From an optimization exercise on the open Yosys and OpenROAD flow, aimed at small area, a short achievable clock period and few clock cycles per item; shortcuts taken in it are not production practice. Function was checked by simulation only, so behaviour that the tests miss may differ from the original. Power and IR drop assume default switching activity.

==> design/flow/design.v <==
module counter_4_bit  
     (
         input  wire       clk          ,
         input  wire       rst          ,
         input  wire       enable       ,
		 output wire [3:0] count       
     );
reg [3:0] data ;
always @(posedge clk or negedge rst)
     begin
	     if(!rst)
	         begin			 
			     data <= 4'b0000 ; 	
			 end
	     else if (enable)
		     begin
                 data <= data + 4'b0001  ; 					     
	         end	
	 end
assign count =  data ;
endmodule
module ifft_add_sub  
     (
         input  wire  signed [15:0]  op_1       ,      
         input  wire  signed [15:0]  op_2       ,      
		 output wire  signed [15:0]  sum_out    ,      
		 output wire  signed [15:0]  sub_out           
     );
assign sum_out = op_1 + op_2 ;
assign sub_out = op_1 - op_2 ;
endmodule
module ifft_complex_multipier  
     (
         input  wire signed [15:0] op_1_real   ,
         input  wire signed [15:0] op_1_imag   ,
         input  wire signed [15:0] op_2_real   ,		 
         input  wire signed [15:0] op_2_imag   ,
         output wire signed [15:0] result_real ,
         output wire signed [15:0] result_imag 
     );
reg signed [31:0] op1r_x_op2r ;
reg signed [31:0] op1r_x_op2i ;
reg signed [31:0] op1i_x_op2r ;
reg signed [31:0] op1i_x_op2i ;
reg signed [31:0] o_r ;
reg signed [31:0] o_i ;
always @(*)
     begin	 
         op1r_x_op2r = op_1_real*op_2_real;  
         op1r_x_op2i = op_1_real*op_2_imag;  
         op1i_x_op2r = op_1_imag*op_2_real;  
         op1i_x_op2i = op_1_imag*op_2_imag; 
         o_r = op1r_x_op2r-op1i_x_op2i;  
         o_i = op1i_x_op2r+op1r_x_op2i;
	 end	 
assign result_real = o_r[25:10];
assign result_imag = o_i[25:10];
endmodule
module ifft_controller  
     (
         input  wire       clk               ,
         input  wire       rst               ,
         input  wire       enable            ,
		 input wire [3:0]  count             ,
         output reg        wr_enable_ram_3   ,
         output reg        wr_enable_ram_1_2 ,
         output reg        i_o_ctrl          ,       
		 output reg        ctrl              ,
         output reg        shift             ,
		 output reg        sel               ,       
		 output reg        count_en          ,       
		 output reg        done              ,    
		 output reg [3:0]  ram_1_rd_add      ,
         output reg [3:0]  ram_2_rd_add      ,
		 output reg [2:0]  ram_3_rd_add      ,
		 output reg [3:0]  ram_1_2_wr_add    ,
		 output reg [2:0]  ram_3_wr_add      ,
		 output reg [3:0]  rom_rd_add        
     );
localparam  [6:0] idle            = 7'b0000000,
                  phase_a         = 7'b0000001,
                  phase_b_1       = 7'b0000011,
                  phase_b_2       = 7'b0000010,
                  phase_b_3       = 7'b0000110,
                  phase_b_4       = 7'b0000111,
                  phase_b_5       = 7'b0000101,
                  phase_b_6       = 7'b0000100,
                  phase_b_7       = 7'b0001100,
                  phase_b_8       = 7'b0001101,
                  phase_b_9       = 7'b0001111,
                  phase_b_10      = 7'b0001110,
                  phase_b_11      = 7'b0001010,
                  phase_b_12      = 7'b0001011,
                  phase_b_13      = 7'b0001001,
                  phase_b_14      = 7'b0001000,
                  phase_b_15      = 7'b0011000,
                  phase_b_16      = 7'b0011001,
                  phase_c_1       = 7'b0011011,
                  phase_c_2       = 7'b0011010,
                  phase_c_3       = 7'b0011110,
                  phase_c_4       = 7'b0011111,
                  phase_c_5       = 7'b0011101,
                  phase_c_6       = 7'b0011100,
                  phase_c_7       = 7'b0010100,
                  phase_c_8       = 7'b0010101,
                  phase_c_9       = 7'b0010111,
                  phase_c_10      = 7'b0010110,
                  phase_c_11      = 7'b0010010,
                  phase_c_12      = 7'b0010011,
                  phase_c_13      = 7'b0010001,
                  phase_c_14      = 7'b0010000,
                  phase_c_15      = 7'b0110000,
                  phase_c_16      = 7'b0110001,
                  phase_d_1       = 7'b0110011,
                  phase_d_2       = 7'b0110010,
                  phase_d_3       = 7'b0110110,
                  phase_d_4       = 7'b0110111,
                  phase_d_5       = 7'b0110101,
                  phase_d_6       = 7'b0110100,
                  phase_d_7       = 7'b0111100,
                  phase_d_8       = 7'b0111101,
                  phase_d_9       = 7'b0111111,
                  phase_d_10      = 7'b0111110,
                  phase_d_11      = 7'b0111010,
                  phase_d_12      = 7'b0111011,
                  phase_d_13      = 7'b0111001,
                  phase_d_14      = 7'b0111000,
                  phase_d_15      = 7'b0101000,
                  phase_d_16      = 7'b0101001,
                  phase_e_1       = 7'b0101011,
                  phase_e_2       = 7'b0101010,
                  phase_e_3       = 7'b0101110,
                  phase_e_4       = 7'b0101111,
                  phase_e_5       = 7'b0101101,
                  phase_e_6       = 7'b0101100,
                  phase_e_7       = 7'b0100100,
                  phase_e_8       = 7'b0100101,
                  phase_e_9       = 7'b0100111,
                  phase_e_10      = 7'b0100110,
                  phase_e_11      = 7'b0100010,
                  phase_e_12      = 7'b0100011,
                  phase_e_13      = 7'b0100001,
                  phase_e_14      = 7'b0100000,
                  phase_e_15      = 7'b1100000,
                  phase_e_16      = 7'b1100001;	
reg         [6:0] current_state , next_state ;
always @(posedge clk or negedge rst)
     begin
	     if(!rst)
	         begin			 
			     current_state <= idle ; 	
			 end	    
	     else 
		     begin
			     current_state <= next_state ; 	
			 end 			 
	 end	 
always @(*)
     begin
         wr_enable_ram_3   = 1'b0 ;
         wr_enable_ram_1_2 = 1'b0 ;
         i_o_ctrl          = 1'b0 ;           
		 ctrl              = 1'b0 ;           
         shift             = 1'b0 ;
         count_en          = 1'b0 ;
		 sel               = 1'b0 ;           
		 done              = 1'b0 ;           
		 ram_1_rd_add      = 4'b0000 ;
         ram_2_rd_add      = 4'b0000 ;
		 ram_3_rd_add      = 3'b000  ;
		 ram_1_2_wr_add    = 4'b0000 ;
		 ram_3_wr_add      = 3'b000  ;
		 rom_rd_add        = 4'b0000  ;
	     case(current_state)
		     idle : 
			         begin
					     wr_enable_ram_3   = 1'b0 ;
					     wr_enable_ram_1_2 = 1'b0 ;
					     i_o_ctrl          = 1'b0 ;   
					     ctrl              = 1'b0 ;   
					     shift             = 1'b0 ;
					     count_en          = 1'b0 ;
					     sel               = 1'b0 ;   
					     done              = 1'b0 ;   
					     ram_1_rd_add      = 4'b0000 ;
					     ram_2_rd_add      = 4'b0000 ;
					     ram_3_rd_add      = 3'b000  ;
					     ram_1_2_wr_add    = 4'b0000 ;
					     ram_3_wr_add      = 3'b000  ;
						 rom_rd_add        = 4'b0000  ;
					 end
		     phase_a : 
			         begin
					     wr_enable_ram_1_2 = 1'b1 ;
					     i_o_ctrl          = 1'b1 ;   
					     shift             = 1'b1 ;
					     count_en          = 1'b1 ;
					     sel               = 1'b1 ;    
					 end					 
             phase_b_1 : 
			         begin
                         wr_enable_ram_3   = 1'b1 ;
                         wr_enable_ram_1_2 = 1'b1 ;  
                         ram_1_rd_add      = 4'b0000 ;
                         ram_2_rd_add      = 4'b1000 ;
                         ram_1_2_wr_add    = 4'b0000 ;
                         ram_3_wr_add      = 3'b000  ;
					 end
             phase_b_2 : 
			         begin
                         wr_enable_ram_3   = 1'b1 ;
                         wr_enable_ram_1_2 = 1'b1 ;  
                         ram_1_rd_add      = 4'b0001 ;
                         ram_2_rd_add      = 4'b1001 ;
                         ram_1_2_wr_add    = 4'b0001 ;
                         ram_3_wr_add      = 3'b001  ;
					 end
             phase_b_3 : 
			         begin
					     wr_enable_ram_3   = 1'b1 ;
						 wr_enable_ram_1_2 = 1'b1 ;  
						 ram_1_rd_add      = 4'b0010 ;
						 ram_2_rd_add      = 4'b1010 ;
						 ram_1_2_wr_add    = 4'b0010 ;
						 ram_3_wr_add      = 3'b010  ;
					 end
             phase_b_4 : 
			         begin
					     wr_enable_ram_3   = 1'b1 ;
						 wr_enable_ram_1_2 = 1'b1 ;  
						 ram_1_rd_add      = 4'b0011 ;
						 ram_2_rd_add      = 4'b1011 ;
						 ram_1_2_wr_add    = 4'b0011 ;
						 ram_3_wr_add      = 3'b011  ;
					 end
             phase_b_5 : 
			         begin
					     wr_enable_ram_3   = 1'b1 ;
						 wr_enable_ram_1_2 = 1'b1 ;  
						 ram_1_rd_add      = 4'b0100 ;
						 ram_2_rd_add      = 4'b1100 ;
						 ram_1_2_wr_add    = 4'b1000 ;
						 ram_3_wr_add      = 3'b100  ;
					 end
             phase_b_6 : 
			         begin
					     wr_enable_ram_3   = 1'b1 ;
						 wr_enable_ram_1_2 = 1'b1 ;  
						 ram_1_rd_add      = 4'b0101 ;
						 ram_2_rd_add      = 4'b1101 ;
						 ram_1_2_wr_add    = 4'b1001 ;
						 ram_3_wr_add      = 3'b101  ;					    
					 end
             phase_b_7 : 
			         begin						    
					     wr_enable_ram_3   = 1'b1 ;
						 wr_enable_ram_1_2 = 1'b1 ;  
						 ram_1_rd_add      = 4'b0110 ;
						 ram_2_rd_add      = 4'b1110 ;
						 ram_1_2_wr_add    = 4'b1010 ;
						 ram_3_wr_add      = 3'b110  ;					  		 
					 end
             phase_b_8 : 
			         begin
					     wr_enable_ram_3   = 1'b1 ;
						 wr_enable_ram_1_2 = 1'b1 ;  
						 ram_1_rd_add      = 4'b0111 ;
						 ram_2_rd_add      = 4'b1111 ;
						 ram_1_2_wr_add    = 4'b1011 ;
						 ram_3_wr_add      = 3'b111  ;	
					 end
             phase_b_9 : 
			         begin
						 wr_enable_ram_1_2 = 1'b1 ;
						 ctrl              = 1'b1 ;    
						 ram_3_rd_add      = 3'b000  ;
						 ram_1_2_wr_add    = 4'b0100 ;
						 rom_rd_add        = 4'b0000  ;
					 end
             phase_b_10 : 
			         begin
						 wr_enable_ram_1_2 = 1'b1 ;
						 ctrl              = 1'b1 ;    
						 ram_3_rd_add      = 3'b001  ;
						 ram_1_2_wr_add    = 4'b0101 ;
						 rom_rd_add        = 3'b001  ;
					 end
             phase_b_11 : 
			         begin
						 wr_enable_ram_1_2 = 1'b1 ;
						 ctrl              = 1'b1 ;    
						 ram_3_rd_add      = 3'b010  ;
						 ram_1_2_wr_add    = 4'b0110 ;
						 rom_rd_add        = 4'b0010  ;
					 end
             phase_b_12 : 
			         begin
						 wr_enable_ram_1_2 = 1'b1 ;
						 ctrl              = 1'b1 ;    
						 ram_3_rd_add      = 3'b011  ;
						 ram_1_2_wr_add    = 4'b0111 ;
						 rom_rd_add        = 4'b0011  ;
					 end
             phase_b_13 : 
			         begin
						 wr_enable_ram_1_2 = 1'b1 ;
						 ctrl              = 1'b1 ;    
						 ram_3_rd_add      = 3'b100  ;
						 ram_1_2_wr_add    = 4'b1100 ;
						 rom_rd_add        = 4'b0100  ;
					 end
             phase_b_14 : 
			         begin
						 wr_enable_ram_1_2 = 1'b1 ;
						 ctrl              = 1'b1 ;    
						 ram_3_rd_add      = 3'b101  ;
						 ram_1_2_wr_add    = 4'b1101 ;
						 rom_rd_add        = 4'b0101  ;				    
					 end
             phase_b_15 : 
			         begin
						 wr_enable_ram_1_2 = 1'b1 ;
						 ctrl              = 1'b1 ;    
						 ram_3_rd_add      = 3'b110  ;
						 ram_1_2_wr_add    = 4'b1110 ;
						 rom_rd_add        = 4'b0110  ;	
					 end
             phase_b_16 : 
			         begin
						 wr_enable_ram_1_2 = 1'b1 ;
						 ctrl              = 1'b1 ;    
						 ram_3_rd_add      = 3'b111  ;
						 ram_1_2_wr_add    = 4'b1111 ;
						 rom_rd_add        = 4'b0111  ;	
					 end
             phase_c_1 : 
			         begin
                         wr_enable_ram_3   = 1'b1 ;
                         wr_enable_ram_1_2 = 1'b1 ;  
                         ram_1_rd_add      = 4'b0000 ;
                         ram_2_rd_add      = 4'b1000 ;
                         ram_1_2_wr_add    = 4'b0000 ;
                         ram_3_wr_add      = 3'b000  ;					     
					 end
             phase_c_2 : 
			         begin
                         wr_enable_ram_3   = 1'b1 ;
                         wr_enable_ram_1_2 = 1'b1 ;  
                         ram_1_rd_add      = 4'b0001 ;
                         ram_2_rd_add      = 4'b1001 ;
                         ram_1_2_wr_add    = 4'b0001 ;
                         ram_3_wr_add      = 3'b001  ;						    
					 end
             phase_c_3 : 
			         begin
                         wr_enable_ram_3   = 1'b1 ;
                         wr_enable_ram_1_2 = 1'b1 ;  
                         ram_1_rd_add      = 4'b0010 ;
                         ram_2_rd_add      = 4'b1010 ;
                         ram_1_2_wr_add    = 4'b1000 ;
                         ram_3_wr_add      = 3'b010  ;						    
					 end
             phase_c_4 : 
			         begin
                         wr_enable_ram_3   = 1'b1 ;
                         wr_enable_ram_1_2 = 1'b1 ;  
                         ram_1_rd_add      = 4'b0011 ;
                         ram_2_rd_add      = 4'b1011 ;
                         ram_1_2_wr_add    = 4'b1001 ;
                         ram_3_wr_add      = 3'b011  ;
					 end
             phase_c_5 :                                           
			         begin
						 wr_enable_ram_1_2 = 1'b1 ;
						 ctrl              = 1'b1 ;    
						 ram_3_rd_add      = 3'b000  ;
						 ram_1_2_wr_add    = 4'b0010 ;
						 rom_rd_add        = 4'b1000  ;						    
					 end
             phase_c_6 : 
			         begin
						 wr_enable_ram_1_2 = 1'b1 ;
						 ctrl              = 1'b1 ;    
						 ram_3_rd_add      = 3'b001  ;
						 ram_1_2_wr_add    = 4'b0011 ;
						 rom_rd_add        = 4'b1001  ;						    
					 end
             phase_c_7 : 
			         begin
						 wr_enable_ram_1_2 = 1'b1 ;
						 ctrl              = 1'b1 ;    
						 ram_3_rd_add      = 3'b010  ;
						 ram_1_2_wr_add    = 4'b1010 ;
						 rom_rd_add        = 4'b1010  ;						    
					 end
             phase_c_8 : 
			         begin
						 wr_enable_ram_1_2 = 1'b1 ;
						 ctrl              = 1'b1 ;    
						 ram_3_rd_add      = 3'b011  ;
						 ram_1_2_wr_add    = 4'b1011 ;
						 rom_rd_add        = 4'b1011  ;						    
					 end
             phase_c_9 :                                   
			         begin
                         wr_enable_ram_3   = 1'b1 ;
                         wr_enable_ram_1_2 = 1'b1 ;  
                         ram_1_rd_add      = 4'b0100 ;
                         ram_2_rd_add      = 4'b1100 ;
                         ram_1_2_wr_add    = 4'b0100 ;
                         ram_3_wr_add      = 3'b000  ;					    
					 end
             phase_c_10 : 
			         begin
                         wr_enable_ram_3   = 1'b1 ;
                         wr_enable_ram_1_2 = 1'b1 ;  
                         ram_1_rd_add      = 4'b0101 ;
                         ram_2_rd_add      = 4'b1101 ;
                         ram_1_2_wr_add    = 4'b0101 ;
                         ram_3_wr_add      = 3'b001  ;						    
					 end
             phase_c_11 : 
			         begin
                         wr_enable_ram_3   = 1'b1 ;
                         wr_enable_ram_1_2 = 1'b1 ;  
                         ram_1_rd_add      = 4'b0110 ;
                         ram_2_rd_add      = 4'b1110 ;
                         ram_1_2_wr_add    = 4'b1100 ;
                         ram_3_wr_add      = 3'b010  ;						    
					 end
             phase_c_12 : 
			         begin
                         wr_enable_ram_3   = 1'b1 ;
                         wr_enable_ram_1_2 = 1'b1 ;  
                         ram_1_rd_add      = 4'b0111 ;
                         ram_2_rd_add      = 4'b1111 ;
                         ram_1_2_wr_add    = 4'b1101 ;
                         ram_3_wr_add      = 3'b011  ;						    
					 end
             phase_c_13 : 
			         begin
						 wr_enable_ram_1_2 = 1'b1 ;
						 ctrl              = 1'b1 ;    
						 ram_3_rd_add      = 3'b000  ;
						 ram_1_2_wr_add    = 4'b0110 ;
						 rom_rd_add        = 4'b1000  ;							    
					 end
             phase_c_14 : 
			         begin
						 wr_enable_ram_1_2 = 1'b1 ;
						 ctrl              = 1'b1 ;    
						 ram_3_rd_add      = 3'b001  ;
						 ram_1_2_wr_add    = 4'b0111 ;
						 rom_rd_add        = 4'b1001  ;						    
					 end
             phase_c_15 : 
			         begin
						 wr_enable_ram_1_2 = 1'b1 ;
						 ctrl              = 1'b1 ;    
						 ram_3_rd_add      = 3'b010  ;
						 ram_1_2_wr_add    = 4'b1110 ;
						 rom_rd_add        = 4'b1010  ;						    
					 end
             phase_c_16 : 
			         begin
						 wr_enable_ram_1_2 = 1'b1 ;
						 ctrl              = 1'b1 ;    
						 ram_3_rd_add      = 3'b011  ;
						 ram_1_2_wr_add    = 4'b1111 ;
						 rom_rd_add        = 4'b1011  ;						    
					 end
             phase_d_1 :                                        
			         begin
                         wr_enable_ram_3   = 1'b1 ;
                         wr_enable_ram_1_2 = 1'b1 ;  
                         ram_1_rd_add      = 4'b0000 ;
                         ram_2_rd_add      = 4'b1000 ;
                         ram_1_2_wr_add    = 4'b0000 ;
                         ram_3_wr_add      = 3'b000  ;
					 end
             phase_d_2 : 
			         begin
                         wr_enable_ram_3   = 1'b1 ;
                         wr_enable_ram_1_2 = 1'b1 ;  
                         ram_1_rd_add      = 4'b0001 ;
                         ram_2_rd_add      = 4'b1001 ;
                         ram_1_2_wr_add    = 4'b1000 ;
                         ram_3_wr_add      = 3'b001  ;					    
					 end
             phase_d_3 : 
			         begin
						 wr_enable_ram_1_2 = 1'b1 ;
						 ctrl              = 1'b1 ;    
						 ram_3_rd_add      = 3'b000  ;
						 ram_1_2_wr_add    = 4'b0001;
						 rom_rd_add        = 4'b1100  ;						    
					 end
             phase_d_4 : 
			         begin
						 wr_enable_ram_1_2 = 1'b1 ;
						 ctrl              = 1'b1 ;    
						 ram_3_rd_add      = 3'b001  ;
						 ram_1_2_wr_add    = 4'b1001 ;
						 rom_rd_add        = 4'b1101  ;						    
					 end
             phase_d_5 :                                          
			         begin
					     wr_enable_ram_3   = 1'b1 ;
						 wr_enable_ram_1_2 = 1'b1 ;  
						 ram_1_rd_add      = 4'b0010 ;
						 ram_2_rd_add      = 4'b1010 ;
						 ram_1_2_wr_add    = 4'b0010 ;
						 ram_3_wr_add      = 3'b000  ;	 
					 end
             phase_d_6 : 
			         begin
					     wr_enable_ram_3   = 1'b1 ;
						 wr_enable_ram_1_2 = 1'b1 ;  
						 ram_1_rd_add      = 4'b0011 ;
						 ram_2_rd_add      = 4'b1011 ;
						 ram_1_2_wr_add    = 4'b1010 ;
						 ram_3_wr_add      = 3'b001  ;						    					  		 
					 end
             phase_d_7 : 
			         begin
						 wr_enable_ram_1_2 = 1'b1 ;
						 ctrl              = 1'b1 ;    
						 ram_3_rd_add      = 3'b000 ;
						 ram_1_2_wr_add    = 4'b0011 ;
						 rom_rd_add        = 4'b1100  ;						    
					 end
             phase_d_8 : 
			         begin
						 wr_enable_ram_1_2 = 1'b1 ;
						 ctrl              = 1'b1 ;    
						 ram_3_rd_add      = 3'b001 ;
						 ram_1_2_wr_add    = 4'b1011 ;
						 rom_rd_add        = 4'b1101  ;						    					  		 
					 end
             phase_d_9 :                                              
			         begin
					     wr_enable_ram_3   = 1'b1 ;
						 wr_enable_ram_1_2 = 1'b1 ;  
						 ram_1_rd_add      = 4'b0100 ;
						 ram_2_rd_add      = 4'b1100 ;
						 ram_1_2_wr_add    = 4'b0100 ;
						 ram_3_wr_add      = 3'b000  ;						    
					 end
             phase_d_10 : 
			         begin
					     wr_enable_ram_3   = 1'b1 ;
						 wr_enable_ram_1_2 = 1'b1 ;  
						 ram_1_rd_add      = 4'b0101 ;
						 ram_2_rd_add      = 4'b1101 ;
						 ram_1_2_wr_add    = 4'b1100 ;
						 ram_3_wr_add      = 3'b001  ;					    
					 end
             phase_d_11 : 
			         begin
						 wr_enable_ram_1_2 = 1'b1 ;
						 ctrl              = 1'b1 ;    
						 ram_3_rd_add      = 3'b000 ;
						 ram_1_2_wr_add    = 4'b0101 ;
						 rom_rd_add        = 4'b1100  ;						    
					 end
             phase_d_12 : 
			         begin
						 wr_enable_ram_1_2 = 1'b1 ;
						 ctrl              = 1'b1 ;    
						 ram_3_rd_add      = 3'b001 ;
						 ram_1_2_wr_add    = 4'b1101 ;
						 rom_rd_add        = 4'b1101  ;	
					 end
             phase_d_13 :                                          
			         begin
					     wr_enable_ram_3   = 1'b1 ;
						 wr_enable_ram_1_2 = 1'b1 ;  
						 ram_1_rd_add      = 4'b0110 ;
						 ram_2_rd_add      = 4'b1110 ;
						 ram_1_2_wr_add    = 4'b0110 ;
						 ram_3_wr_add      = 3'b000  ;						    					  		 
					 end
             phase_d_14 : 
			         begin
					     wr_enable_ram_3   = 1'b1 ;
						 wr_enable_ram_1_2 = 1'b1 ;  
						 ram_1_rd_add      = 4'b0111 ;
						 ram_2_rd_add      = 4'b1111 ;
						 ram_1_2_wr_add    = 4'b1110 ;
						 ram_3_wr_add      = 3'b001  ;						    					  		 
					 end
             phase_d_15 : 
			         begin
						 wr_enable_ram_1_2 = 1'b1 ;
						 ctrl              = 1'b1 ;    
						 ram_3_rd_add      = 3'b000 ;
						 ram_1_2_wr_add    = 4'b0111 ;
						 rom_rd_add        = 4'b1100  ;						    
					 end
             phase_d_16 : 
			         begin
						 wr_enable_ram_1_2 = 1'b1 ;
						 ctrl              = 1'b1 ;    
						 ram_3_rd_add      = 3'b001 ;
						 ram_1_2_wr_add    = 4'b1111 ;
						 rom_rd_add        = 4'b1101  ;						    					  		 
					 end
             phase_e_1 :                                                     
			         begin
					     wr_enable_ram_3   = 1'b1 ;
						 ram_1_rd_add      = 4'b0000 ;
						 ram_2_rd_add      = 4'b1000 ;
						 ram_3_wr_add      = 3'b000  ;
						 done              = 1'b1 ;						 
					 end
             phase_e_2 : 
			         begin
						 ctrl              = 1'b1 ;    
						 ram_3_rd_add      = 3'b000 ;
						 rom_rd_add        = 4'b1110  ;	
						 done              = 1'b1 ;						 
					 end
             phase_e_3 : 
			         begin
					     wr_enable_ram_3   = 1'b1 ;
						 ram_1_rd_add      = 4'b0001 ;
						 ram_2_rd_add      = 4'b1001 ;
						 ram_3_wr_add      = 3'b000  ;	
						 done              = 1'b1 ;						 
					 end
             phase_e_4 : 
			         begin
						 ctrl              = 1'b1 ;    
						 ram_3_rd_add      = 3'b000 ;
						 rom_rd_add        = 4'b1110  ;	
						 done              = 1'b1 ;						 
					 end
             phase_e_5 : 
			         begin
					     wr_enable_ram_3   = 1'b1 ;
						 ram_1_rd_add      = 4'b0010 ;
						 ram_2_rd_add      = 4'b1010 ;
						 ram_3_wr_add      = 3'b000  ;	
						 done              = 1'b1 ;						 
					 end
             phase_e_6 : 
			         begin
						 ctrl              = 1'b1 ;    
						 ram_3_rd_add      = 3'b000 ;
						 rom_rd_add        = 4'b1110  ;	
						 done              = 1'b1 ;						 
					 end
             phase_e_7 : 
			         begin
					     wr_enable_ram_3   = 1'b1 ;
						 ram_1_rd_add      = 4'b0011 ;
						 ram_2_rd_add      = 4'b1011;
						 ram_3_wr_add      = 3'b000  ;	
						 done              = 1'b1 ;						 
					 end
             phase_e_8 : 
			         begin
						 ctrl              = 1'b1 ;    
						 ram_3_rd_add      = 3'b000 ;
						 rom_rd_add        = 4'b1110  ;	
						 done              = 1'b1 ;						 
					 end
             phase_e_9 : 
			         begin
					     wr_enable_ram_3   = 1'b1 ;
						 ram_1_rd_add      = 4'b0100 ;
						 ram_2_rd_add      = 4'b1100 ;
						 ram_3_wr_add      = 3'b000  ;	
						 done              = 1'b1 ;						 
					 end
             phase_e_10 : 
			         begin
						 ctrl              = 1'b1 ;    
						 ram_3_rd_add      = 3'b000 ;
						 rom_rd_add        = 4'b1110  ;	
						 done              = 1'b1 ;						 
					 end
             phase_e_11 : 
			         begin
					     wr_enable_ram_3   = 1'b1 ;
						 ram_1_rd_add      = 4'b0101 ;
						 ram_2_rd_add      = 4'b1101 ;
						 ram_3_wr_add      = 3'b000  ;	
						 done              = 1'b1 ;						 
					 end
             phase_e_12 : 
			         begin
						 ctrl              = 1'b1 ;    
						 ram_3_rd_add      = 3'b000 ;
						 rom_rd_add        = 4'b1110  ;	
						 done              = 1'b1 ;						 
					 end
             phase_e_13 : 
			         begin
					     wr_enable_ram_3   = 1'b1 ;
						 ram_1_rd_add      = 4'b0110 ;
						 ram_2_rd_add      = 4'b1110 ;
						 ram_3_wr_add      = 3'b000  ;	
						 done              = 1'b1 ;						 
					 end
             phase_e_14 : 
			         begin
						 ctrl              = 1'b1 ;    
						 ram_3_rd_add      = 3'b000 ;
						 rom_rd_add        = 4'b1110  ;	
						 done              = 1'b1 ;						 
					 end
             phase_e_15 : 
			         begin
					     wr_enable_ram_3   = 1'b1 ;
						 ram_1_rd_add      = 4'b0111 ;
						 ram_2_rd_add      = 4'b1111 ;
						 ram_3_wr_add      = 3'b000  ;	
						 done              = 1'b1 ;			
						 done              = 1'b1 ;						 
					 end
             phase_e_16 : 
			         begin
						 ctrl              = 1'b1 ;    
						 ram_3_rd_add      = 3'b000 ;
						 rom_rd_add        = 4'b1110  ;
						 done              = 1'b1 ;						 
					 end				 
             default :
			 	     begin
					     wr_enable_ram_3   = 1'b0 ;
					     wr_enable_ram_1_2 = 1'b0 ;
					     i_o_ctrl          = 1'b0 ;   
					     ctrl              = 1'b0 ;   
					     shift             = 1'b0 ;
					     count_en          = 1'b0 ;
					     sel               = 1'b0 ;   
					     done              = 1'b0 ;   
					     ram_1_rd_add      = 4'b0000 ;
					     ram_2_rd_add      = 4'b0000 ;
					     ram_3_rd_add      = 3'b000  ;
					     ram_1_2_wr_add    = 4'b0000 ;
					     ram_3_wr_add      = 3'b000  ;
					     rom_rd_add        = 3'b000  ;
					 end						 
		 endcase
     end		 
always @(*)
     begin
	     case(current_state)
		     idle : 
			         begin
					     if (enable==1'b1)
					         begin
					 	  	     next_state = phase_a ;			 							 
					         end
					     else 
						     begin
							     next_state = idle ;							 							 
							 end					 
					 end
		     phase_a : 
			         begin
					     if (count == 4'b1111)
					         begin
					 	  	     next_state = phase_b_1 ;			 	  					 
					         end
					     else 
						     begin
							     next_state = phase_a ;							 							 
							 end					 
					 end					 
             phase_b_1 : 
			         begin
					 	 next_state = phase_b_2 ;			 							 
					 end
             phase_b_2 : 
			         begin
					 	 next_state = phase_b_3 ;			 							 
					 end
             phase_b_3 : 
			         begin
					 	 next_state = phase_b_4 ;			 							 
					 end
             phase_b_4 : 
			         begin
					 	 next_state = phase_b_5 ;			 							 
					 end
             phase_b_5 : 
			         begin
					 	 next_state = phase_b_6 ;			 							 
					 end
             phase_b_6 : 
			         begin
					 	 next_state = phase_b_7 ;			 							 
					 end
             phase_b_7 : 
			         begin
					 	 next_state = phase_b_8 ;			 							 
					 end
             phase_b_8 : 
			         begin
					 	 next_state = phase_b_9 ;			 							 
					 end
             phase_b_9 : 
			         begin
					 	 next_state = phase_b_10 ;			 							 
					 end
             phase_b_10 : 
			         begin
					 	 next_state = phase_b_11 ;			 							 
					 end
             phase_b_11 : 
			         begin
					 	 next_state = phase_b_12 ;			 							 
					 end
             phase_b_12 : 
			         begin
					 	 next_state = phase_b_13 ;			 							 
					 end
             phase_b_13 : 
			         begin
					 	 next_state = phase_b_14 ;			 							 
					 end
             phase_b_14 : 
			         begin
					 	 next_state = phase_b_15 ;			 							 
					 end
             phase_b_15 : 
			         begin
					 	 next_state = phase_b_16 ;			 							 
					 end
             phase_b_16 : 
			         begin
					 	 next_state = phase_c_1 ;		                 							 
					 end
             phase_c_1 : 
			         begin
					 	 next_state = phase_c_2 ;			 							 
					 end
             phase_c_2 : 
			         begin
					 	 next_state = phase_c_3 ;			 							 
					 end
             phase_c_3 : 
			         begin
					 	 next_state = phase_c_4 ;			 							 
					 end
             phase_c_4 : 
			         begin
					 	 next_state = phase_c_5 ;			 							 
					 end
             phase_c_5 : 
			         begin
					 	 next_state = phase_c_6 ;			 							 
					 end
             phase_c_6 : 
			         begin
					 	 next_state = phase_c_7 ;			 							 
					 end
             phase_c_7 : 
			         begin
					 	 next_state = phase_c_8 ;			 							 
					 end
             phase_c_8 : 
			         begin
					 	 next_state = phase_c_9 ;			 							 
					 end
             phase_c_9 : 
			         begin
					 	 next_state = phase_c_10 ;			 							 
					 end
             phase_c_10 : 
			         begin
					 	 next_state = phase_c_11 ;			 							 
					 end
             phase_c_11 : 
			         begin
					 	 next_state = phase_c_12 ;			 							 
					 end
             phase_c_12 : 
			         begin
					 	 next_state = phase_c_13 ;			 							 
					 end
             phase_c_13 : 
			         begin
					 	 next_state = phase_c_14 ;			 							 
					 end
             phase_c_14 : 
			         begin
					 	 next_state = phase_c_15 ;			 							 
					 end
             phase_c_15 : 
			         begin
					 	 next_state = phase_c_16 ;			 							 
					 end
             phase_c_16 : 
			         begin
					 	 next_state = phase_d_1 ;			 							 
					 end
             phase_d_1 : 
			         begin
					 	 next_state = phase_d_2 ;			 							 
					 end
             phase_d_2 : 
			         begin
					 	 next_state = phase_d_3 ;			 							 
					 end
             phase_d_3 : 
			         begin
					 	 next_state = phase_d_4 ;			 							 
					 end
             phase_d_4 : 
			         begin
					 	 next_state = phase_d_5 ;			 							 
					 end
             phase_d_5 : 
			         begin
					 	 next_state = phase_d_6 ;			 							 
					 end
             phase_d_6 : 
			         begin
					 	 next_state = phase_d_7 ;			 							 
					 end
             phase_d_7 : 
			         begin
					 	 next_state = phase_d_8 ;			 							 
					 end
             phase_d_8 : 
			         begin
					 	 next_state = phase_d_9 ;			 							 
					 end
             phase_d_9 : 
			         begin
					 	 next_state = phase_d_10 ;			 							 
					 end
             phase_d_10 : 
			         begin
					 	 next_state = phase_d_11 ;			 							 
					 end
             phase_d_11 : 
			         begin
					 	 next_state = phase_d_12 ;			 							 
					 end
             phase_d_12 : 
			         begin
					 	 next_state = phase_d_13 ;			 							 
					 end
             phase_d_13 : 
			         begin
					 	 next_state = phase_d_14 ;			 							 
					 end
             phase_d_14 : 
			         begin
					 	 next_state = phase_d_15 ;			 							 
					 end
             phase_d_15 : 
			         begin
					 	 next_state = phase_d_16 ;			 							 
					 end
             phase_d_16 : 
			         begin
					 	 next_state = phase_e_1 ;			 							 
					 end
             phase_e_1 : 
			         begin
					 	 next_state = phase_e_2 ;			 							 
					 end
             phase_e_2 : 
			         begin
					 	 next_state = phase_e_3 ;			 							 
					 end
             phase_e_3 : 
			         begin
					 	 next_state = phase_e_4 ;			 							 
					 end
             phase_e_4 : 
			         begin
					 	 next_state = phase_e_5 ;			 							 
					 end
             phase_e_5 : 
			         begin
					 	 next_state = phase_e_6 ;			 							 
					 end
             phase_e_6 : 
			         begin
					 	 next_state = phase_e_7 ;			 							 
					 end
             phase_e_7 : 
			         begin
					 	 next_state = phase_e_8 ;			 							 
					 end
             phase_e_8 : 
			         begin
					 	 next_state = phase_e_9 ;			 							 
					 end
             phase_e_9 : 
			         begin
					 	 next_state = phase_e_10 ;			 							 
					 end
             phase_e_10 : 
			         begin
					 	 next_state = phase_e_11 ;			 							 
					 end
             phase_e_11 : 
			         begin
					 	 next_state = phase_e_12 ;			 							 
					 end
             phase_e_12 : 
			         begin
					 	 next_state = phase_e_13 ;			 							 
					 end
             phase_e_13 : 
			         begin
					 	 next_state = phase_e_14 ;			 							 
					 end
             phase_e_14 : 
			         begin
					 	 next_state = phase_e_15 ;			 							 
					 end
             phase_e_15 : 
			         begin
					 	 next_state = phase_e_16 ;			 							 
					 end
             phase_e_16 : 
			         begin
					 	 next_state = idle ;			 							 
					 end					 
             default :
			 	     begin
				         next_state = idle ;			 							 
					 end						 
		 endcase
	 end			 
endmodule
module ifft_mux  
     (
         input  wire [15:0] in_0,
         input  wire [15:0] in_1,
         input  wire        sel ,
         output reg  [15:0] out 
     );
always @(*)
     begin
	     case(sel)
			 2'b0:  
			     begin
				     out = in_0;
				 end
			 2'b1:  
			     begin
				     out = in_1;
				 end
         endcase		 
	 end	 
endmodule
module ifft_mux_add  
     (
         input  wire [3:0] in_0,
         input  wire [3:0] in_1,
         input  wire        sel ,
         output reg  [3:0] out 
     );
always @(*)
     begin
	     case(sel)
			 2'b0:  
			     begin
				     out = in_0;
				 end
			 2'b1:  
			     begin
				     out = in_1;
				 end
         endcase		 
	 end	 
endmodule
module ifft_p2s  
     (
	     input   wire           clk      ,
	     input   wire           rst      ,
	     input   wire           wr_en    ,
	     input   wire           shift    ,
		 input   wire  [3:0]    count    ,   
         input   wire  [15:0]   in_0     ,
         input   wire  [15:0]   in_1     ,
         input   wire  [15:0]   in_2     ,
         input   wire  [15:0]   in_3     ,
         input   wire  [15:0]   in_4     ,
         input   wire  [15:0]   in_5     ,
         input   wire  [15:0]   in_6     ,
         input   wire  [15:0]   in_7     ,
         input   wire  [15:0]   in_8     ,
         input   wire  [15:0]   in_9     ,
         input   wire  [15:0]   in_10    ,
         input   wire  [15:0]   in_11    ,
		 output  wire  [15:0]   data_out     
     );
reg    [15:0] r_0     ;
reg    [15:0] r_1     ;
reg    [15:0] r_2     ;
reg    [15:0] r_3     ;
reg    [15:0] r_4     ;
reg    [15:0] r_5     ;
reg    [15:0] r_6     ;
reg    [15:0] r_7     ;
reg    [15:0] r_8     ;
reg    [15:0] r_9     ;
reg    [15:0] r_10    ;
reg    [15:0] r_11    ;
always @(posedge clk or negedge rst )
     begin
	     if(!rst)
		     begin
			     r_0   <= 16'h0000;
				 r_1   <= 16'h0000;
				 r_2   <= 16'h0000;
				 r_3   <= 16'h0000;
				 r_4   <= 16'h0000;
				 r_5   <= 16'h0000;
				 r_6   <= 16'h0000;
				 r_7   <= 16'h0000;
				 r_8   <= 16'h0000;
				 r_9   <= 16'h0000;
				 r_10  <= 16'h0000;
				 r_11  <= 16'h0000;
			 end
         else if(shift)
		     begin         
			     r_0   <= r_1      ;
			     r_1   <= r_2      ;
			     r_2   <= r_3      ;
			     r_3   <= r_4      ;
			     r_4   <= r_5      ;
			     r_5   <= r_6      ;
			     r_6   <= r_7      ;
			     r_7   <= r_8      ;
			     r_8   <= r_9      ;
			     r_9   <= r_10     ;
			     r_10  <= r_11     ;
			     r_11  <= 16'h0000 ;
             end			 
	     else if(wr_en) 
		     begin
 			     r_0   <= in_0 ;
			     r_1   <= in_1 ;
			     r_2   <= in_2 ;
			     r_3   <= in_3 ;
			     r_4   <= in_4 ;
			     r_5   <= in_5 ;
			     r_6   <= in_6 ;
			     r_7   <= in_7 ;
			     r_8   <= in_8 ;
			     r_9   <= in_9 ;
			     r_10  <= in_10;
			     r_11  <= in_11;	
			 end	
	 end	 
assign data_out = r_0 ;
endmodule
module ifft_ram  
    #( 
	     parameter DATA_WIDTH = 16, 
	     parameter ADDR_WIDTH = 4, 
	     parameter DEPTH      = 16
     )
     (
         input   wire                        clk                       ,
         input   wire                        rst                       ,
         input   wire                        wr_en                     ,
         input   wire  [ADDR_WIDTH-1:0]      rd_add                    ,
         input   wire  [ADDR_WIDTH-1:0]      wr_add                    ,
		   input   wire  [DATA_WIDTH-1:0]      data_in                   ,
		   output  wire   [DATA_WIDTH-1:0]      data_out                  
     );
reg   [DATA_WIDTH-1:0] mem [2**ADDR_WIDTH-1:0];
always @(posedge clk )
     begin
         if(wr_en) 
		     begin
 			     mem[wr_add] <= data_in ;
			 end				 
	 end	 
			assign	  data_out  = mem [rd_add] ;
endmodule
module ifft_tf_rom  
     (
         input  wire  [3 :0]   rd_add    ,
		 output reg   [15:0]   data_out_imag ,
		 output reg   [15:0]   data_out_real
     );
always @(*)
     begin
	     case(rd_add)
             4'b0000: data_out_imag=16'b0000000000000000;     
             4'b0001: data_out_imag=16'b0000000110000111;     
             4'b0010: data_out_imag=16'b0000001011010100;     
             4'b0011: data_out_imag=16'b0000001110110010;     
             4'b0100: data_out_imag=16'b0000010000000000;     
             4'b0101: data_out_imag=16'b0000001110110010;     
             4'b0110: data_out_imag=16'b0000001011010100;     
             4'b0111: data_out_imag=16'b0000000110000111;     
             4'b1000: data_out_imag=16'b0000000000000000;     
             4'b1001: data_out_imag=16'b0000001011010100;     
             4'b1010: data_out_imag=16'b0000010000000000;     
             4'b1011: data_out_imag=16'b0000001011010100;     
             4'b1100: data_out_imag=16'b0000000000000000;     
             4'b1101: data_out_imag=16'b0000010000000000;     
             4'b1110: data_out_imag=16'b0000000000000000;     
			 default: data_out_imag=16'b0000000000000000;     
         endcase    
	 end
always @(*)
     begin
	     case(rd_add)
             4'b0000: data_out_real=16'b0000010000000000;     
             4'b0001: data_out_real=16'b0000001110110010;     
             4'b0010: data_out_real=16'b0000001011010100;     
             4'b0011: data_out_real=16'b0000000110000111;     
             4'b0100: data_out_real=16'b0000000000000000;     
             4'b0101: data_out_real=16'b1111111001111000;     
             4'b0110: data_out_real=16'b1111110100101011;     
             4'b0111: data_out_real=16'b1111110001001101;     
             4'b1000: data_out_real=16'b0000010000000000;     
             4'b1001: data_out_real=16'b0000001011010100;     
             4'b1010: data_out_real=16'b0000000000000000;     
             4'b1011: data_out_real=16'b1111110100101011;     
             4'b1100: data_out_real=16'b0000010000000000;     
             4'b1101: data_out_real=16'b0000000000000000;     
             4'b1110: data_out_real=16'b0000010000000000;     
			 default: data_out_real=16'b0000000000000000;     
         endcase    
	 end
endmodule
module ifft_top 
     (
         input   wire           clk           ,                 
         input   wire           rst           ,                 
		 input   wire           ifft_enable   ,                 
		 input   wire  [15:0]   in_0_real     ,                 
         input   wire  [15:0]   in_1_real     ,                 
         input   wire  [15:0]   in_2_real     ,                 
         input   wire  [15:0]   in_3_real     ,                 
         input   wire  [15:0]   in_4_real     ,                 
         input   wire  [15:0]   in_5_real     ,                 
         input   wire  [15:0]   in_6_real     ,                 
         input   wire  [15:0]   in_7_real     ,                 
         input   wire  [15:0]   in_8_real     ,                 
         input   wire  [15:0]   in_9_real     ,                 
         input   wire  [15:0]   in_10_real    ,                 
         input   wire  [15:0]   in_11_real    ,                 
		 input   wire  [15:0]   in_0_imag     ,                 
         input   wire  [15:0]   in_1_imag     ,                 
         input   wire  [15:0]   in_2_imag     ,                 
         input   wire  [15:0]   in_3_imag     ,                 
         input   wire  [15:0]   in_4_imag     ,                 
         input   wire  [15:0]   in_5_imag     ,                 
         input   wire  [15:0]   in_6_imag     ,                 
         input   wire  [15:0]   in_7_imag     ,                 
         input   wire  [15:0]   in_8_imag     ,                 
         input   wire  [15:0]   in_9_imag     ,                 
         input   wire  [15:0]   in_10_imag    ,                 
         input   wire  [15:0]   in_11_imag    ,                 
		 output  wire  [15:0]   ifft_out_real ,                 
		 output  wire  [15:0]   ifft_out_imag ,                 
		 output  wire           finish                          
     );
wire [15:0] w_1 ;                                           
wire [15:0] w_2 ;                                           
wire [15:0] w_3 ;                                           
wire [15:0] w_4 ;                                           
wire [15:0] w_5 ;                                           
wire [15:0] w_6 ;                                           
wire [15:0] w_7 ;                                           
wire [15:0] w_8 ;                                           
wire [15:0] w_9 ;                                           
wire [15:0] w_10 ;                                          
wire [15:0] w_11;                                           
wire [15:0] w_12 ;                                          
wire [15:0] w_13;                                           
wire [15:0] w_14 ;                                          
wire [15:0] w_15;                                           
wire [15:0] w_16 ;                                          
wire [15:0] w_17;                                           
wire [15:0] w_18 ;                                          
wire [15:0] w_19;                                           
wire [15:0] w_20 ;                                          
wire [3:0]  wr_add_ram_1_2;                                 
wire [3:0]  wr_add_ctrl ;                                   
wire [3:0]  count ;                                         
wire [3:0]  ram_1_rd_add ;                                  
wire [3:0]  ram_2_rd_add ;                                  
wire [3:0]  rom_rd_add   ;                                  
wire [2:0]  ram_3_rd_add ;                                  
wire [2:0]  ram_3_wr_add ;                                  
wire        shift ;                                         
wire        sel ;                                           
wire        ctrl ;                                          
wire        count_en ;                                      
wire        wr_enable_ram_3  ;                              
wire        wr_enable_ram_1_2;                              
wire        i_o_ctrl ;                                      
ifft_controller  control_unit
     (
         .clk               (clk) ,
         .rst               (rst) ,
         .enable            (ifft_enable) ,
		 .count             (count) ,
         .wr_enable_ram_3   (wr_enable_ram_3) ,
         .wr_enable_ram_1_2 (wr_enable_ram_1_2) ,
         .i_o_ctrl          (i_o_ctrl) ,       
		 .ctrl              (ctrl) ,
         .shift             (shift) ,
		 .sel               (sel) ,            
		 .count_en          (count_en) ,       
		 .done              (finish) ,      
		 .ram_1_rd_add      (ram_1_rd_add) ,
         .ram_2_rd_add      (ram_2_rd_add) ,
		 .ram_3_rd_add      (ram_3_rd_add) ,
		 .ram_1_2_wr_add    (wr_add_ctrl) ,
		 .ram_3_wr_add      (ram_3_wr_add) ,
		 .rom_rd_add        (rom_rd_add) 
     );
ifft_add_sub   butterfly_real 
     (
         .op_1    (w_9)   ,      
         .op_2    (w_11)  ,      
		 .sum_out (w_17)  ,      
		 .sub_out (w_18)         
     );
ifft_add_sub   butterfly_imag 
     (
         .op_1    (w_10)  ,      
         .op_2    (w_12)  ,      
		 .sum_out (w_19)  ,      
		 .sub_out (w_20)         
     );
ifft_complex_multipier  complex_multipier
     (
         .op_1_real   (w_13),
         .op_1_imag   (w_14),
         .op_2_real   (w_7),		 
         .op_2_imag   (w_8),
         .result_real (w_15),
         .result_imag (w_16)
     );
ifft_tf_rom  rom_tf
     (
         .rd_add        (rom_rd_add),
		 .data_out_imag (w_8),
		 .data_out_real (w_7)
     );
ifft_ram   
    #( 
	     .DATA_WIDTH(16) , 
	     .ADDR_WIDTH(4 ) , 
	     .DEPTH     (16) 
     )
	 ram_1_real
     (
         .clk       (clk)   ,
         .rst       (rst)   ,
         .wr_en     (wr_enable_ram_1_2)   ,
         .rd_add    (ram_1_rd_add)   ,
         .wr_add    (wr_add_ram_1_2)   ,
		 .data_in   (w_3)   ,
		 .data_out  (w_9)   
     );
ifft_ram   
    #( 
	     .DATA_WIDTH(16) , 
	     .ADDR_WIDTH(4 ) , 
	     .DEPTH     (16) 
     )
	 ram_1_imag
     (
         .clk       (clk)   ,
         .rst       (rst)   ,
         .wr_en     (wr_enable_ram_1_2)   ,
         .rd_add    (ram_1_rd_add)   ,
         .wr_add    (wr_add_ram_1_2)   ,
		 .data_in   (w_4)   ,
		 .data_out  (w_10)   
     );
ifft_ram   
    #( 
	     .DATA_WIDTH(16) , 
	     .ADDR_WIDTH(4 ) , 
	     .DEPTH     (16) 
     )
	 ram_2_real
     (
         .clk       (clk)   ,
         .rst       (rst)   ,
         .wr_en     (wr_enable_ram_1_2)   ,
         .rd_add    (ram_2_rd_add)   ,
         .wr_add    (wr_add_ram_1_2)   ,
		 .data_in   (w_3)   ,
		 .data_out  (w_11)   
     );
ifft_ram   
    #( 
	     .DATA_WIDTH(16) , 
	     .ADDR_WIDTH(4 ) , 
	     .DEPTH     (16) 
     )
	 ram_2_imag
     (
         .clk       (clk)   ,
         .rst       (rst)   ,
         .wr_en     (wr_enable_ram_1_2)   ,
         .rd_add    (ram_2_rd_add)   ,
         .wr_add    (wr_add_ram_1_2)   ,
		 .data_in   (w_4)   ,
		 .data_out  (w_12)   
     );
ifft_ram   
    #( 
	     .DATA_WIDTH(16) , 
	     .ADDR_WIDTH(3 ) , 
	     .DEPTH     (16) 
     )
	 ram_3_real
     (
         .clk       (clk)   ,
         .rst       (rst)   ,
         .wr_en     (wr_enable_ram_3)   ,
         .rd_add    (ram_3_rd_add)   ,
         .wr_add    (ram_3_wr_add)   ,
		 .data_in   (w_18)   ,
		 .data_out  (w_13)   
     );
ifft_ram   
    #( 
	     .DATA_WIDTH(16) , 
	     .ADDR_WIDTH(3 ) , 
	     .DEPTH     (16) 
     )
	 ram_3_imag
     (
         .clk       (clk)   ,
         .rst       (rst)   ,
         .wr_en     (wr_enable_ram_3)   ,
         .rd_add    (ram_3_rd_add)   ,
         .wr_add    (ram_3_wr_add)   ,
		 .data_in   (w_20)   ,
		 .data_out  (w_14)   
     );
ifft_p2s  p2s_real
     (
	     .clk      (clk),
	     .rst      (rst),
	     .wr_en    (ifft_enable),
	     .shift    (shift),
		 .count    (count),   
         .in_0     (in_0_real ),
         .in_1     (in_1_real ),
         .in_2     (in_2_real ),
         .in_3     (in_3_real ),
         .in_4     (in_4_real ),
         .in_5     (in_5_real ),
         .in_6     (in_6_real ),
         .in_7     (in_7_real ),
         .in_8     (in_8_real ),
         .in_9     (in_9_real ),
         .in_10    (in_10_real),
         .in_11    (in_11_real),
		 .data_out (w_1)    
     );
ifft_p2s  p2s_imag
     (
	     .clk      (clk),
	     .rst      (rst),
	     .wr_en    (ifft_enable),
	     .shift    (shift),
		 .count    (count),   
         .in_0     (in_0_imag ),
         .in_1     (in_1_imag ),
         .in_2     (in_2_imag ),
         .in_3     (in_3_imag ),
         .in_4     (in_4_imag ),
         .in_5     (in_5_imag ),
         .in_6     (in_6_imag ),
         .in_7     (in_7_imag ),
         .in_8     (in_8_imag ),
         .in_9     (in_9_imag ),
         .in_10    (in_10_imag),
         .in_11    (in_11_imag),
		 .data_out (w_2)    
     );
counter_4_bit  counter_phase_a
     (
         .clk      (clk)         ,
         .rst      (rst)         ,
         .enable   (count_en)    ,
		 .count    (count)   
     );
ifft_mux_add   wr_address_mux_ram_1
     (
         .in_0 (wr_add_ctrl) ,
         .in_1 (count) ,
         .sel  (sel) ,
         .out  (wr_add_ram_1_2)
     );
ifft_mux  input_mux_real
     (
         .in_0 (w_5),
         .in_1 (w_1),
         .sel  (i_o_ctrl),
         .out  (w_3)
     );
ifft_mux  input_mux_imag
     (
         .in_0 (w_6),
         .in_1 (w_2),
         .sel  (i_o_ctrl),
         .out  (w_4)
     );	 
ifft_mux  ctrl_mux_real
     (
         .in_0 (w_17),
         .in_1 (w_15),
         .sel  (ctrl),
         .out  (w_5)
     );
ifft_mux  ctrl_mux_imag
     (
         .in_0 (w_19),
         .in_1 (w_16),
         .sel  (ctrl),
         .out  (w_6)
     );	 
assign ifft_out_real = w_3 ;                                           
assign ifft_out_imag = w_4 ;                                           
endmodule
==> design/flow/run.sh <==
#!/bin/bash
# synth_recipe.tcl (not shown) runs the flow's synth.tcl, then flattens the netlist and writes it again
# the make line also repeats each setting of config.mk as NAME=value (left out here)
make -C /OpenROAD-flow-scripts/flow DESIGN_CONFIG=/design/flow/config.mk WORK_HOME=/design/flow/orfs CLKGATE_MAP_FILE= SYNTH_SCRIPT=/design/flow/synth_recipe.tcl finish
==> design/flow/config.mk <==
export PLATFORM = sky130hd
export DESIGN_NAME = ifft_top
export DESIGN_NICKNAME = ifft_top
export VERILOG_FILES = /design/flow/design.v
export SDC_FILE = /design/flow/constraint.sdc
export NUM_CORES = 4
export LEC_CHECK = 0
export CAP_MARGIN = 20
export CORE_MARGIN = 2
export CORE_UTILIZATION = 40
export SLEW_MARGIN = 20
==> design/flow/constraint.sdc <==
create_clock -name core_clock -period 13.6 [get_ports {clk}]
set_input_delay 2.7200 -clock core_clock [delete_from_list [all_inputs] [get_ports {clk}]]
set_output_delay 2.7200 -clock core_clock [all_outputs]
set_load 0.01 [all_outputs]
==> metrics.md <==
| Metric | Value |
|---|---|
| Largest net degree at the start of global routing | `269` |
| IO Port Bufs | `419` |
| RePlAce Congestion | `0.9670` |
| Placement Rows | `164` |
| Seq cells post-synth | `1163` |
| Reported leakage power | `41.95 nW` |
| Synth warn | `9` |
| Reg-to-reg slack, setup | `3300 ps` |
| Vias in the first global route | `59920` |
| Drt first pass iters | `5` |
| Via Count | `58780` |
| Pre-CTS setup slack | `-214.9 ps` |
| Worst Setup Start Kind | `flip-flop` |
| Cell count after synthesis | `7734` |
| P&R area growth vs syn | `18.85%` |
| RR Startpoint | `control_unit.current_state[1]` |
| Layout cell share with drive strength beyond 1 | `10.96%` |
| Gr ovfl total | `0` |
| Post-synthesis sequential area ratio | `40.98%` |
| Max Cap Violations | `0` |
| Core Footprint | `199700 sq um` |
| Die Y | `452.3 microns` |
| DRC errors left | `0` |
| CP required | `10880 ps` |
| HP Class | `reg -> reg` |
| Min-Delay Startpoint | `p2s_imag.r_6[15]` |
| CTS max path bufs | `3` |
| Reg2reg end | `ram_2_real.mem[14][14]` |
| Post-route ant nets | `0` |
| CTS tree | `done` |
| FMAX | `0.07443 GHz` |
| GRT Total Usage | `25.87%` |
| Pwr Density | `77.76 nW/um^2` |
| Slew HR | `17.69%` |
| Setup violators final | `0` |
| Slew Viols, Final | `0` |
| Crit path max-delay cell type | `fa_1` |
| Detailed-route wire length | `267.2 mm` |
| Width of the die | `452.3 microns` |
| FF+latch area | `32950 sq um` |
| Cell Area, Synth | `80400 sq um` |
| Top-area cell type share of the netlist area | `28.68%` |
| Starting density of the core | `40.27%` |
| Fill count | `18290` |
| Critical path capture point type | `primary output` |
| Vias/cell | `5.306` |
| Area of the multi-input gates | `43130 sq um` |
| Largest cells by area after synthesis | `edfxtp_1 (29%), fa_1 (19%), dfrtp_1 (12%)` |
| Arrival time at the worst endpoint | `10710 ps` |
| Die area | `204600 sq um` |
| Final Hold Vio Count | `0` |
| Clock Skew | `29.26 ps` |
| Critical path class | `reg -> out` |
| Post-synthesis cell type count | `95` |
| Most frequent cells in the layout | `nand2_1 (1334), inv_1 (1047), edfxtp_1 (768)` |
| DRT iter0 DRCs | `5454` |
| Final min period | `13430 ps` |
| Commonest non-fill, non-tap cell in the layout | `nand2_1` |
| Dpl cell area | `89940 sq um` |
| Hold Path Cell Cnt | `2` |
| Final #Nets | `9858` |
| Clk pin slew, worst setup/hold paths | `70 ps` |
| First-pass GRT wire length | `394.3 mm` |
| Drt wl/cell | `24.12 microns` |
| Ys async rst share | `33.96%` |
| Post-synth EDFFs | `768` |
| Num CTS Buffers | `109` |
| Crit share post-route | `98.78%` |
| Worst-Margin Slew | `1235 ps` |
| Post-Syn Area per Cell | `10.40 sq um` |
| Worst reg-to-reg path cell count | `40` |
| H-tree Lvls | `3` |
| Post-route cell area | `95560 sq um` |
| Post-Syn Nets | `9275` |
| Primary FF master, synth | `edfxtp_1` |
| Post-DP HPWL | `197.3 mm` |
| Clock latency (worst-skew pair) | `760 ps` |
| Peak VDD IR | `104.2 uV` |
| Post-CTS Hold Buffers | `0` |
| Crit-path max cell delay | `580 ps` |
| Hold EP | `p2s_imag.r_5[15]` |
| Final worst setup slack | `165.4 ps` |
| Sink Count | `1163` |
| Crit path max fanout | `8` |
| Largest area contributor in the synthesized netlist | `edfxtp_1` |
| Top Ports | `420` |
| CTS Root Cell | `clkbuf_16` |
| Initial antenna violation count | `29` |
| RSZ-0062 raised after global routing | `true` |
| Status | `timing/DRC/antenna clean` |
==> timing repair <==
item	4_1_cts	5_1_grt
buffers inserted	34	41
pin swaps	30	59
endpoints found under the setup margin	31	30
cloned	3	4
resized for setup	119	153
endpoints found under the hold margin	0	0
==> area by class of cell <==
class / count / share of cell area, %
Multi-Input combinational cell: 5107 / 45.14
Sequential cell: 1163 / 34.48
Timing Repair Buffer: 880 / 8.814
Inverter: 1056 / 4.164
Tap cell: 2656 / 3.478
Clock buffer: 140 / 3.103
Clock inverter: 64 / 0.7948
Antenna cell: 12 / 0.03142
==> Yosys cell counts, drive strengths merged, types with 5 or more instances <==
library cell and n:
or3 6, clkbuf 337, o21a 22, a21o 30, inv 1052, nand4 13, a31oi 20, a2111oi 7
o211ai 12, a221o 41, o22ai 8, a221oi 18, o21bai 31, xor2 45, and2 12, a211oi 24
nand2b 32, nand3b 7, a22oi 6, dfrtp 395, nor2b 11, nor2 525, or2 37, and3 9
o31a 6, o41ai 8, xnor2 134, nor3 22, o31ai 6, ha 390, o21ai 494, a21oi 252
edfxtp 768, a22o 5, fa 764, nand3 262, mux2i 433, nand2 1341, mux2 6, buf 73
==> metrics by stage <==
stage	util, %	power [W]	setup TNS (ps)	hold slack [ps]	cells
after floorplan	-	0.004114	0	449.2	7734
after global routing	47.86	0.007654	-567.5	492.2	11070
final	47.86	0.007431	0	459.6	11080
after CTS	47.32	0.007484	-16.07	456.6	11020
after global placement	45.05	0.004303	-339.5	455.9	10780
after detailed placement	45.05	0.004314	-1371	464.0	10780
==> state kept, by name, indices dropped and copies added (netlist names), 48 cells and up <==
| signal | count |
|---|---|
| ram_3_imag.mem | 128 |
| ram_2_real.mem | 208 |
| ram_1_real.mem | 48 |
| ram_1_imag.mem | 80 |
| ram_3_real.mem | 128 |
| ram_2_imag.mem | 176 |
==> logic make-up (layout without fill, tap and decap cells) <==
family / count (synthesis) / after routing / share of synthesized area [%]
simple gates: 2297 / 2298 / 11.71
buf+inv: 1466 / 2140 / 6.941
flops: 1163 / 1163 / 40.98
fa+ha+maj: 1155 / 1155 / 25.10
compound gates: 1029 / 1030 / 7.644
mux: 441 / 441 / 5.551
xor+xnor: 183 / 183 / 2.071
other cells: 0 / 12 / 0
==> worst max path at each step <==
stage	start	endpoint	slack [ps]
5_1_grt	control_unit.current_state[1]	ifft_out_imag[14]	-160
6_report	control_unit.current_state[1]	ifft_out_imag[14]	170
2_1_floorplan	control_unit.current_state[1]	ifft_out_imag[15]	80
3_5_place_dp	control_unit.current_state[0]	ifft_out_imag[11]	-210
3_3_place_gp	control_unit.current_state[0]	ifft_out_imag[11]	-170
4_1_cts	control_unit.current_state[1]	ifft_out_real[13]	-20
==> metal layers <==
layer | GRT usage [%] | wire, microns | up-vias | share of wire, %
li1 | - | - | 26450 | -
met1 | 34.68 | 110300 | 29800 | 41
met2 | 42.61 | 128500 | 2072 | 48
met3 | 4.585 | 19050 | 429 | 7.1
met4 | 8.224 | 9141 | 32 | 3.4
met5 | 0 | 216 | - | 0.081
==> worst max-delay path: cells and delay by family (launching register included) <==
family | cells | cell delay, ps
fa+ha+maj | 11 | 4760
flops | 1 | 400
xor+xnor | 1 | 190
compound gates | 12 | 1960
buf+inv | 13 | 2020
mux | 1 | 300
simple gates | 2 | 320
==> power breakdown <==
part           switching, W  internal [W]
registers         0.0000773       0.00385
logic              0.000125      0.000186
clock network       0.00141       0.00178
total               0.00161       0.00582
Testbench counts, summed over its fixed seeds: cycles 41,472, items 512.

==> afterwards: timing with drivers on the ports <==
Ports are ideal in the flow. The routed layout listed here was re-timed in OpenROAD.
Step 1 sets driving cells, clkbuf_16 on the clock port and buf_2 on the other inputs (assumed; they add their load-dependent delay and slew).
Step 2 moves the port delays by t, midway between the first and last clock arrival at a register: inputs arrive t later, outputs are due t later. That takes back most of the time a late clock gives input paths.
Three values: no drivers, after step 1, after step 2; two values: the first two.
t (ns): 0.826
slack for setup (ns): 0.165 / 0.086 / 0.912
latest minus earliest clock arrival (ns): 0.029 / 0.030
After both steps this run still meets setup and hold. The setup slack of this run moves by -0.079 ns with the drivers and by +0.747 ns with both steps.
